Source: an optimization exercise on an open RTL-to-GDS flow (aim: small area and a short achievable clock period). Production flows keep margins and buffers that such runs may drop.
In this exercise RTL edits were held to simulation tests only and were not proved equivalent to the original.
No activity file was given, so power comes from the tool's default toggle rates.

==> inputs of v31 <==
==> flow/design.v <==
module multi_push_multi_pop_fifo
    #(
        parameter DATA_WIDTH = 13,
        parameter FIFO_DEPTH = 19,
        parameter N          = 3,
        parameter NW         = $clog2 (N + 1),
        parameter DW         = DATA_WIDTH
    )
    (
        input  wire                  clk_i,
        input  wire                  rst_i,
        input  wire [NW-1:0]         push_i,
        input  wire [N*DW-1:0]       push_data_i,
        input  wire [NW-1:0]         pop_i,
        output wire [N*DW-1:0]       pop_data_o,
        output wire [NW-1:0]         can_push_o,
        output wire [NW-1:0]         can_pop_o
    );
    localparam R  = (FIFO_DEPTH - 1 + N - 1) / N;   
    logic [FIFO_DEPTH-1:0] cgt_l;             
    logic [NW-1:0] can_push_l;
    logic [NW-1:0] can_pop_l;
    logic [DW-1:0] head_l   [N];
    logic [N-1:0]  wr_ph_l;                   
    logic [N-1:0]  rd_ph_l;                   
    logic [R-1:0]  wr_row_l [N];              
    logic [R-1:0]  rd_row_l [N];              
    logic [DW-1:0] mem_l    [N][R];
    wire  [DW-1:0] pd_w [N];
    for (genvar k = 0; k < N; k++) begin: pd
        assign pd_w[k] = push_data_i[k*DW +: DW];
    end
    logic [2*N:0]  ceq_w;                     
    logic [2*N:0]  cgt_w;                     
    logic [N:0]    cpush_ge_w;                
    logic [N:0]    cpop_ge_w;                 
    wire  [FIFO_DEPTH+3*N-1:0] cgt_u_w = {{(2*N){1'b0}}, cgt_l, {N{1'b1}}};
    always_comb begin
        for (int v = 0; v <= 2*N; v++)
            cgt_w[v] = cgt_l[v];
        ceq_w[0] = ~cgt_w[0];
        for (int v = 1; v <= 2*N; v++)
            ceq_w[v] = cgt_w[v-1] & ~cgt_w[v];
        for (int n = 0; n <= N; n++) begin
            cpush_ge_w[n] = (can_push_l >= n);
            cpop_ge_w[n]  = (can_pop_l  >= n);
        end
    end
    logic [N:0]    np_oh_w, nq_oh_w;          
    logic [N+1:0]  np_ge_w, nq_ge_w;          
    always_comb begin
        for (int n = 1; n <= N; n++) begin
            np_oh_w[n] = (push_i == n) & cpush_ge_w[n];
            nq_oh_w[n] = (pop_i  == n) & cpop_ge_w[n];
        end
        np_oh_w[0] = ~|np_oh_w[N:1];
        nq_oh_w[0] = ~|nq_oh_w[N:1];
        np_ge_w[N+1] = 1'b0;
        nq_ge_w[N+1] = 1'b0;
        for (int n = N; n >= 0; n--) begin
            np_ge_w[n] = np_ge_w[n+1] | np_oh_w[n];
            nq_ge_w[n] = nq_ge_w[n+1] | nq_oh_w[n];
        end
    end
    logic [2*N:0]  d_oh_w;
    always_comb begin
        d_oh_w = {(2*N+1){1'b0}};
        for (int n = 0; n <= N; n++)
            for (int i = 0; i <= N; i++)
                d_oh_w[n - i + N] = d_oh_w[n - i + N] | (np_oh_w[n] & nq_oh_w[i]);
    end
    logic [FIFO_DEPTH-1:0] cgt_next_w;
    logic [N:0]    cpush_ge_next_w, cpop_ge_next_w;
    logic [NW-1:0] can_push_next_w, can_pop_next_w;
    always_comb begin
        for (int v = 0; v < FIFO_DEPTH; v++) begin
            cgt_next_w[v] = 1'b0;
            for (int d = 0; d <= 2*N; d++)
                cgt_next_w[v] = cgt_next_w[v] | (d_oh_w[d] & cgt_u_w[v + 2*N - d]);
        end
        for (int n = 1; n <= N; n++) begin
            cpush_ge_next_w[n] = 1'b0;
            cpop_ge_next_w[n]  = 1'b0;
            for (int d = 0; d <= 2*N; d++) begin
                cpush_ge_next_w[n] = cpush_ge_next_w[n] | (d_oh_w[d] & ~cgt_u_w[FIFO_DEPTH - n + 2*N - d]);
                cpop_ge_next_w[n]  = cpop_ge_next_w[n]  | (d_oh_w[d] &  cgt_u_w[n - 1 + 2*N - d]);
            end
        end
        can_push_next_w = cpush_ge_next_w[3] ? 2'd3 : cpush_ge_next_w[2] ? 2'd2 : cpush_ge_next_w[1] ? 2'd1 : 2'd0;
        can_pop_next_w  = cpop_ge_next_w[3]  ? 2'd3 : cpop_ge_next_w[2]  ? 2'd2 : cpop_ge_next_w[1]  ? 2'd1 : 2'd0;
    end
    logic [DW-1:0] bank_rd_w [N];
    logic [N-1:0]  bank_we_w;
    logic [N-1:0]  bank_re_w;
    logic [DW-1:0] bank_wd_w [N];
    logic [N-1:0]  wr_ph_next_w;
    logic [N-1:0]  rd_ph_next_w;
    always_comb begin
        for (int b = 0; b < N; b++) begin
            bank_we_w[b] = 1'b0;
            bank_re_w[b] = 1'b0;
            bank_wd_w[b] = {DW{1'b0}};
            wr_ph_next_w[b] = 1'b0;
            rd_ph_next_w[b] = 1'b0;
            for (int j = 0; j < N; j++) begin
                if (wr_ph_l[(b - j + N) % N]) begin
                    bank_we_w[b] = bank_we_w[b] | np_ge_w[j + 1];
                    bank_wd_w[b] = bank_wd_w[b] | pd_w[j];
                end
                if (rd_ph_l[(b - j + N) % N])
                    bank_re_w[b] = bank_re_w[b] | nq_ge_w[j + 1];
            end
            for (int m = 0; m <= N; m++) begin
                wr_ph_next_w[b] = wr_ph_next_w[b] | (np_oh_w[m] & wr_ph_l[(b - m % N + N) % N]);
                rd_ph_next_w[b] = rd_ph_next_w[b] | (nq_oh_w[m] & rd_ph_l[(b - m % N + N) % N]);
            end
        end
    end
    logic [DW-1:0] head_next_w [N];
    for (genvar p = 0; p < N; p++) begin: hd
        logic [N-1:0] sel_head;               
        logic [N-1:0] sel_bank;               
        logic [N-1:0] sel_new;                
        always_comb begin
            sel_head = {N{1'b0}};
            sel_bank = {N{1'b0}};
            sel_new  = {N{1'b0}};
            for (int i = 0; i <= N; i++) begin
                if (p + i < N)
                    sel_head[p + i] = nq_oh_w[i] & cgt_w[p + i];
                else
                    for (int b = 0; b < N; b++)
                        sel_bank[b] = sel_bank[b] | (nq_oh_w[i] & cgt_w[p + i] & rd_ph_l[(b - (p + i - N) + N) % N]);
                for (int k = 0; k < N; k++)
                    if (p + i - k >= 0)
                        sel_new[k] = sel_new[k] | (nq_oh_w[i] & ceq_w[p + i - k]);
            end
            head_next_w[p] = {DW{1'b0}};
            for (int e = 0; e < N; e++)
                head_next_w[p] = head_next_w[p] | ({DW{sel_head[e]}} & head_l[e]);
            for (int b = 0; b < N; b++)
                head_next_w[p] = head_next_w[p] | ({DW{sel_bank[b]}} & bank_rd_w[b]);
            for (int k = 0; k < N; k++)
                head_next_w[p] = head_next_w[p] | ({DW{sel_new[k]}} & pd_w[k]);
        end
    end
    always_ff @(posedge clk_i)
        if (rst_i) begin
            cgt_l      <= {FIFO_DEPTH{1'b0}};
            can_push_l <= N;
            can_pop_l  <= {NW{1'b0}};
            wr_ph_l    <= 1;
            rd_ph_l    <= 1;                  
        end else begin
            cgt_l      <= cgt_next_w;
            can_push_l <= can_push_next_w;
            can_pop_l  <= can_pop_next_w;
            wr_ph_l    <= wr_ph_next_w;
            rd_ph_l    <= rd_ph_next_w;
        end
    always_ff @(posedge clk_i)
        for (int p = 0; p < N; p++)
            head_l[p] <= head_next_w[p];
    generate
        for (genvar b = 0; b < N; b++) begin: bank
            always_ff @(posedge clk_i)
                if (rst_i) begin
                    wr_row_l[b] <= 1;
                    rd_row_l[b] <= 2;         
                end else begin
                    if (bank_we_w[b]) wr_row_l[b] <= {wr_row_l[b][R-2:0], wr_row_l[b][R-1]};
                    if (bank_re_w[b]) rd_row_l[b] <= {rd_row_l[b][R-2:0], rd_row_l[b][R-1]};
                end
            for (genvar r = 0; r < R; r++) begin: row
                always_ff @(posedge clk_i)
                    if (bank_we_w[b] && wr_row_l[b][r])
                        mem_l[b][r] <= bank_wd_w[b];
            end
            always_comb begin
                bank_rd_w[b] = {DW{1'b0}};
                for (int r = 0; r < R; r++)
                    bank_rd_w[b] = bank_rd_w[b] | ({DW{rd_row_l[b][r]}} & mem_l[b][r]);
            end
        end
        for (genvar p = 0; p < N; p++) begin: port
            assign pop_data_o[p*DW +: DW] = head_l[p];
        end
    endgenerate
    assign can_push_o = can_push_l;
    assign can_pop_o  = can_pop_l;
endmodule
==> flow/flow/run.sh <==
#!/bin/bash
# Standard ORFS layout, except that ABC maps the logic with flow/abc_speed.script
# (area-leaner than ORFS's speed script; the registers are mapped as in the
# standard synthesis, before ABC runs). Each step's output goes to its own log.
# Ports are buffered with buf_4 instead of the default pick (clkdlybuf4s50_1).
set -euo pipefail
W=$PWD
rm -rf "$W/scripts_mod"
cp -r "$FLOW_HOME/scripts" "$W/scripts_mod"
cp "$W/flow/abc_speed.script" "$W/scripts_mod/abc_speed.script"
bash standard.sh SCRIPTS_DIR="$W/scripts_mod" synth > "$W/synth.log" 2>&1
bash standard.sh SCRIPTS_DIR="$W/scripts_mod" "BUFFER_PORTS_ARGS=-buffer_cell sky130_fd_sc_hd__buf_4" finish > "$W/layout.log" 2>&1
==> flow/flow/abc_speed.script <==
strash
&get -n
&st
&dch
&nf -R 1000
&put
buffer -c
upsize -c
dnsize -c
==> flow/standard.sh <==
#!/bin/bash
# synth_recipe.tcl (not shown) runs the flow's synth.tcl, then flattens the netlist and writes it again
# the make line also repeats each setting of config.mk as NAME=value (left out here)
make -C /OpenROAD-flow-scripts/flow DESIGN_CONFIG=/design/flow/config.mk WORK_HOME=/design/flow/orfs CLKGATE_MAP_FILE= SYNTH_SCRIPT=/design/flow/synth_recipe.tcl "${@:-finish}"
==> flow/config.mk <==
export PLATFORM = sky130hd
export DESIGN_NAME = multi_push_multi_pop_fifo
export DESIGN_NICKNAME = multi_push_multi_pop_fifo
export VERILOG_FILES = /design/flow/design.v
export SDC_FILE = /design/flow/constraint.sdc
export NUM_CORES = 4
export LEC_CHECK = 0
export CAP_MARGIN = 20
export CORE_MARGIN = 2
export CORE_UTILIZATION = 40
export PLACE_DENSITY = 0.6
export SETUP_SLACK_MARGIN = 3.5
export SLEW_MARGIN = 20
==> flow/constraint.sdc <==
create_clock -name core_clock -period 6.0 [get_ports {clk_i}]
set_input_delay 1.2000 -clock core_clock [delete_from_list [all_inputs] [get_ports {clk_i}]]
set_output_delay 1.2000 -clock core_clock [all_outputs]
set_load 0.01 [all_outputs]
==> v37: changes against v31 <==
--- a/flow/design.v
+++ b/flow/design.v
@@ -17,14 +17,16 @@
         output wire [NW-1:0]         can_pop_o
     );
     localparam R  = (FIFO_DEPTH - 1 + N - 1) / N;   
-    logic [FIFO_DEPTH-1:0] cgt_l;             
+    localparam RW = $clog2(R);
+    localparam CW = $clog2(FIFO_DEPTH + 1);
+    logic [CW-1:0] count_l;
     logic [NW-1:0] can_push_l;
     logic [NW-1:0] can_pop_l;
     logic [DW-1:0] head_l   [N];
     logic [N-1:0]  wr_ph_l;                   
     logic [N-1:0]  rd_ph_l;                   
-    logic [R-1:0]  wr_row_l [N];              
-    logic [R-1:0]  rd_row_l [N];              
+    logic [RW-1:0] wr_row_l [N];
+    logic [RW-1:0] rd_row_l [N];
     logic [DW-1:0] mem_l    [N][R];
     wire  [DW-1:0] pd_w [N];
     for (genvar k = 0; k < N; k++) begin: pd
@@ -34,16 +36,24 @@
     logic [2*N:0]  cgt_w;                     
     logic [N:0]    cpush_ge_w;                
     logic [N:0]    cpop_ge_w;                 
-    wire  [FIFO_DEPTH+3*N-1:0] cgt_u_w = {{(2*N){1'b0}}, cgt_l, {N{1'b1}}};
+    logic [CW-1:0] cnt_d_w   [2*N+1];         
+    logic [NW-1:0] cpush_d_w [2*N+1];
+    logic [NW-1:0] cpop_d_w  [2*N+1];
     always_comb begin
-        for (int v = 0; v <= 2*N; v++)
-            cgt_w[v] = cgt_l[v];
-        ceq_w[0] = ~cgt_w[0];
-        for (int v = 1; v <= 2*N; v++)
-            ceq_w[v] = cgt_w[v-1] & ~cgt_w[v];
+        for (int v = 0; v <= 2*N; v++) begin
+            ceq_w[v] = (count_l == v);
+            cgt_w[v] = (count_l >  v);
+        end
         for (int n = 0; n <= N; n++) begin
             cpush_ge_w[n] = (can_push_l >= n);
             cpop_ge_w[n]  = (can_pop_l  >= n);
+        end
+        for (int d = 0; d <= 2*N; d++) begin
+            logic [CW:0] c;
+            c = {1'b0, count_l} + d - N;
+            cnt_d_w[d]   = c[CW-1:0];
+            cpush_d_w[d] = (FIFO_DEPTH - c < N) ? FIFO_DEPTH - c : N;
+            cpop_d_w[d]  = (c > N) ? N : c;
         end
     end
     logic [N:0]    np_oh_w, nq_oh_w;          
@@ -69,25 +79,17 @@
             for (int i = 0; i <= N; i++)
                 d_oh_w[n - i + N] = d_oh_w[n - i + N] | (np_oh_w[n] & nq_oh_w[i]);
     end
-    logic [FIFO_DEPTH-1:0] cgt_next_w;
-    logic [N:0]    cpush_ge_next_w, cpop_ge_next_w;
+    logic [CW-1:0] count_next_w;
     logic [NW-1:0] can_push_next_w, can_pop_next_w;
     always_comb begin
-        for (int v = 0; v < FIFO_DEPTH; v++) begin
-            cgt_next_w[v] = 1'b0;
-            for (int d = 0; d <= 2*N; d++)
-                cgt_next_w[v] = cgt_next_w[v] | (d_oh_w[d] & cgt_u_w[v + 2*N - d]);
+        count_next_w    = {CW{1'b0}};
+        can_push_next_w = {NW{1'b0}};
+        can_pop_next_w  = {NW{1'b0}};
+        for (int d = 0; d <= 2*N; d++) begin
+            count_next_w    = count_next_w    | ({CW{d_oh_w[d]}} & cnt_d_w[d]);
+            can_push_next_w = can_push_next_w | ({NW{d_oh_w[d]}} & cpush_d_w[d]);
+            can_pop_next_w  = can_pop_next_w  | ({NW{d_oh_w[d]}} & cpop_d_w[d]);
         end
-        for (int n = 1; n <= N; n++) begin
-            cpush_ge_next_w[n] = 1'b0;
-            cpop_ge_next_w[n]  = 1'b0;
-            for (int d = 0; d <= 2*N; d++) begin
-                cpush_ge_next_w[n] = cpush_ge_next_w[n] | (d_oh_w[d] & ~cgt_u_w[FIFO_DEPTH - n + 2*N - d]);
-                cpop_ge_next_w[n]  = cpop_ge_next_w[n]  | (d_oh_w[d] &  cgt_u_w[n - 1 + 2*N - d]);
-            end
-        end
-        can_push_next_w = cpush_ge_next_w[3] ? 2'd3 : cpush_ge_next_w[2] ? 2'd2 : cpush_ge_next_w[1] ? 2'd1 : 2'd0;
-        can_pop_next_w  = cpop_ge_next_w[3]  ? 2'd3 : cpop_ge_next_w[2]  ? 2'd2 : cpop_ge_next_w[1]  ? 2'd1 : 2'd0;
     end
     logic [DW-1:0] bank_rd_w [N];
     logic [N-1:0]  bank_we_w;
@@ -146,13 +148,13 @@
     end
     always_ff @(posedge clk_i)
         if (rst_i) begin
-            cgt_l      <= {FIFO_DEPTH{1'b0}};
+            count_l    <= {CW{1'b0}};
             can_push_l <= N;
             can_pop_l  <= {NW{1'b0}};
             wr_ph_l    <= 1;
             rd_ph_l    <= 1;                  
         end else begin
-            cgt_l      <= cgt_next_w;
+            count_l    <= count_next_w;
             can_push_l <= can_push_next_w;
             can_pop_l  <= can_pop_next_w;
             wr_ph_l    <= wr_ph_next_w;
@@ -165,22 +167,18 @@
         for (genvar b = 0; b < N; b++) begin: bank
             always_ff @(posedge clk_i)
                 if (rst_i) begin
-                    wr_row_l[b] <= 1;
-                    rd_row_l[b] <= 2;         
+                    wr_row_l[b] <= {RW{1'b0}};
+                    rd_row_l[b] <= 1;         
                 end else begin
-                    if (bank_we_w[b]) wr_row_l[b] <= {wr_row_l[b][R-2:0], wr_row_l[b][R-1]};
-                    if (bank_re_w[b]) rd_row_l[b] <= {rd_row_l[b][R-2:0], rd_row_l[b][R-1]};
+                    if (bank_we_w[b]) wr_row_l[b] <= (wr_row_l[b] == R - 1) ? {RW{1'b0}} : wr_row_l[b] + 1'b1;
+                    if (bank_re_w[b]) rd_row_l[b] <= (rd_row_l[b] == R - 1) ? {RW{1'b0}} : rd_row_l[b] + 1'b1;
                 end
             for (genvar r = 0; r < R; r++) begin: row
                 always_ff @(posedge clk_i)
-                    if (bank_we_w[b] && wr_row_l[b][r])
+                    if (bank_we_w[b] && wr_row_l[b] == r)
                         mem_l[b][r] <= bank_wd_w[b];
             end
-            always_comb begin
-                bank_rd_w[b] = {DW{1'b0}};
-                for (int r = 0; r < R; r++)
-                    bank_rd_w[b] = bank_rd_w[b] | ({DW{rd_row_l[b][r]}} & mem_l[b][r]);
-            end
+            assign bank_rd_w[b] = mem_l[b][rd_row_l[b]];
         end
         for (genvar p = 0; p < N; p++) begin: port
             assign pop_data_o[p*DW +: DW] = head_l[p];
==> v26: changes against v31 <==
--- a/flow/design.v
+++ b/flow/design.v
@@ -23,8 +23,17 @@
     logic [DW-1:0] head_l   [N];
     logic [N-1:0]  wr_ph_l;                   
     logic [N-1:0]  rd_ph_l;                   
-    logic [R-1:0]  wr_row_l [N];              
-    logic [R-1:0]  rd_row_l [N];              
+    localparam JW = R / 2;                    
+    logic [JW-1:0] wr_row_l [N];
+    logic [JW-1:0] rd_row_l [N];
+    function automatic logic [R-1:0] row_oh(input logic [JW-1:0] q);
+        row_oh[0] = ~q[JW-1] & ~q[0];
+        for (int k = 1; k < JW; k++)
+            row_oh[k] = q[k-1] & ~q[k];
+        row_oh[JW] = q[JW-1] & q[0];
+        for (int k = JW + 1; k < R; k++)
+            row_oh[k] = ~q[k-JW-1] & q[k-JW];
+    endfunction
     logic [DW-1:0] mem_l    [N][R];
     wire  [DW-1:0] pd_w [N];
     for (genvar k = 0; k < N; k++) begin: pd
@@ -132,7 +141,7 @@
                     for (int b = 0; b < N; b++)
                         sel_bank[b] = sel_bank[b] | (nq_oh_w[i] & cgt_w[p + i] & rd_ph_l[(b - (p + i - N) + N) % N]);
                 for (int k = 0; k < N; k++)
-                    if (p + i - k >= 0)
+                    if (k <= p)               
                         sel_new[k] = sel_new[k] | (nq_oh_w[i] & ceq_w[p + i - k]);
             end
             head_next_w[p] = {DW{1'b0}};
@@ -165,21 +174,23 @@
         for (genvar b = 0; b < N; b++) begin: bank
             always_ff @(posedge clk_i)
                 if (rst_i) begin
-                    wr_row_l[b] <= 1;
-                    rd_row_l[b] <= 2;         
+                    wr_row_l[b] <= {JW{1'b0}};
+                    rd_row_l[b] <= 1;         
                 end else begin
-                    if (bank_we_w[b]) wr_row_l[b] <= {wr_row_l[b][R-2:0], wr_row_l[b][R-1]};
-                    if (bank_re_w[b]) rd_row_l[b] <= {rd_row_l[b][R-2:0], rd_row_l[b][R-1]};
+                    if (bank_we_w[b]) wr_row_l[b] <= {wr_row_l[b][JW-2:0], ~wr_row_l[b][JW-1]};
+                    if (bank_re_w[b]) rd_row_l[b] <= {rd_row_l[b][JW-2:0], ~rd_row_l[b][JW-1]};
                 end
+            wire [R-1:0] wr_oh = row_oh(wr_row_l[b]);
+            wire [R-1:0] rd_oh = row_oh(rd_row_l[b]);
             for (genvar r = 0; r < R; r++) begin: row
                 always_ff @(posedge clk_i)
-                    if (bank_we_w[b] && wr_row_l[b][r])
+                    if (bank_we_w[b] && wr_oh[r])
                         mem_l[b][r] <= bank_wd_w[b];
             end
             always_comb begin
                 bank_rd_w[b] = {DW{1'b0}};
                 for (int r = 0; r < R; r++)
-                    bank_rd_w[b] = bank_rd_w[b] | ({DW{rd_row_l[b][r]}} & mem_l[b][r]);
+                    bank_rd_w[b] = bank_rd_w[b] | ({DW{rd_oh[r]}} & mem_l[b][r]);
             end
         end
         for (genvar p = 0; p < N; p++) begin: port
==> flow/flow/run.sh (replaced) <==
#!/bin/bash
# Standard ORFS layout (the standard.sh), except that the ports are
# buffered with buf_1 instead of the default pick (clkdlybuf4s50_1).
# Each step's output goes to its own log in the work folder.
set -euo pipefail
W=$PWD
bash standard.sh synth > "$W/synth.log" 2>&1
bash standard.sh "BUFFER_PORTS_ARGS=-buffer_cell sky130_fd_sc_hd__buf_1" finish > "$W/layout.log" 2>&1
--- a/flow/config.mk
+++ b/flow/config.mk
@@ -8,6 +8,9 @@
 export CAP_MARGIN = 20
 export CORE_MARGIN = 2
 export CORE_UTILIZATION = 40
+export CTS_BUF_LIST = sky130_fd_sc_hd__clkbuf_4 sky130_fd_sc_hd__clkbuf_8
+export CTS_CLUSTER_DIAMETER = 80
+export CTS_CLUSTER_SIZE = 15
 export PLACE_DENSITY = 0.6
-export SETUP_SLACK_MARGIN = 3.5
+export SETUP_SLACK_MARGIN = 3.6
 export SLEW_MARGIN = 20
removed: flow/flow/abc_speed.script
==> notes <==
v26 finished with timing, DRC and antenna clean. v37 finished with timing, DRC and antenna clean. v31 finished clean. Design area, highest first: v37, v31, v26. Critical path depth, highest first: v37, v31, v26. Of v31 and v37, v37 has the higher non-clock buffer count (gap 75). Between v26 and v31, the lower register-to-register slack is in v26 (gap 0.02 ns). Sequential cell count, lowest first: v37, v26, v31. Setup slack, lowest first: v37, v31, v26. Sequential power: v26 < v31 < v37. Sequential share of layout area: v26 is higher than v31 (0.47 points). Combinational power: v31 is smaller than v37 (72%). The highest cell count belongs to v37, the lowest to v26.
==> figures <==
metric	v37	v31	v26
Outcome	finished clean	finished clean	finished clean
Clock group	0.00210 W	0.00208 W	0.00121 W
Slew at the pin closest to its max-slew limit	0.8942 ns	0.7610 ns	0.9604 ns
Crit path largest cell delay	0.34 ns	0.29 ns	0.41 ns
Launch point of the worst reg-to-reg path	count_l[1]	can_pop_l[1]	rd_row_l[0][1]
Portion of the clock cycle consumed by the worst path in the final layout	42.97%	42.77%	40.47%
Final WS setup	3.422 ns	3.434 ns	3.572 ns
Dpl ws	2.194 ns	2.333 ns	1.946 ns
Detailed router's first-iteration violation count	2187	2099	1835
Worst Hold Launch	rd_row_l[0][0]	wr_row_l[0][0]	head_l[0][1]
Layout sequential cell count	306	338	320
Count of unique library cells instantiated by Yosys	65	58	58
Arrival time at the worst endpoint	3.00 ns	2.95 ns	2.76 ns
Sequential power	0.00311 W	0.00301 W	0.00295 W
Largest driver fanout on the critical path	4	7	13
Yosys warns	11	8	8
# rows	71	69	68
Worst path depth	12	11	9
Starting density of the core	40.40%	40.43%	40.52%
Number of search-and-repair iterations in the first detailed-routing pass	7	10	12
CTS root buf	clkbuf_16	clkbuf_16	clkbuf_8
Netlist area before placement	15110 um2	14350 um2	13960 um2

## port drivers added, routing unchanged
The flow's constraints put no driver on any port. The routed layouts listed below were extracted and timed again, unchanged, in two steps.
Step 1 (the two cells are an assumption about what drives the block):
set clk [get_ports {clk_i}]
set_driving_cell -lib_cell sky130_fd_sc_hd__clkbuf_16 $clk
set_driving_cell -lib_cell sky130_fd_sc_hd__buf_2 [delete_from_list [all_inputs] $clk]
Step 2 moves the port delays by t, midway between the first and last clock arrival at a register: inputs arrive t later, outputs are due t later. That takes back most of the time a late clock gives input paths.
a / b / c = ideal / step 1 / step 2; a / b = the first two.
run	shift t [ns]	setup WS [ns]	clock arrival spread, ns	slew at the worst register clock pin (ns)	pins driven straight from the clock port
v31	0.562	3.434 / 3.423 / 2.861	0.025 / 0.025	0.06 / 0.06	1
v37	0.589	3.422 / 3.435 / 2.846	0.023 / 0.023	0.06 / 0.06	1
v26	0.621	3.572 / 3.564 / 2.968	0.020 / 0.020	0.11 / 0.11	1
After both steps setup and hold are still met in every run listed. The setup slack of v26, which loses most, moves by -0.008 ns with the drivers and by -0.604 ns with both steps.
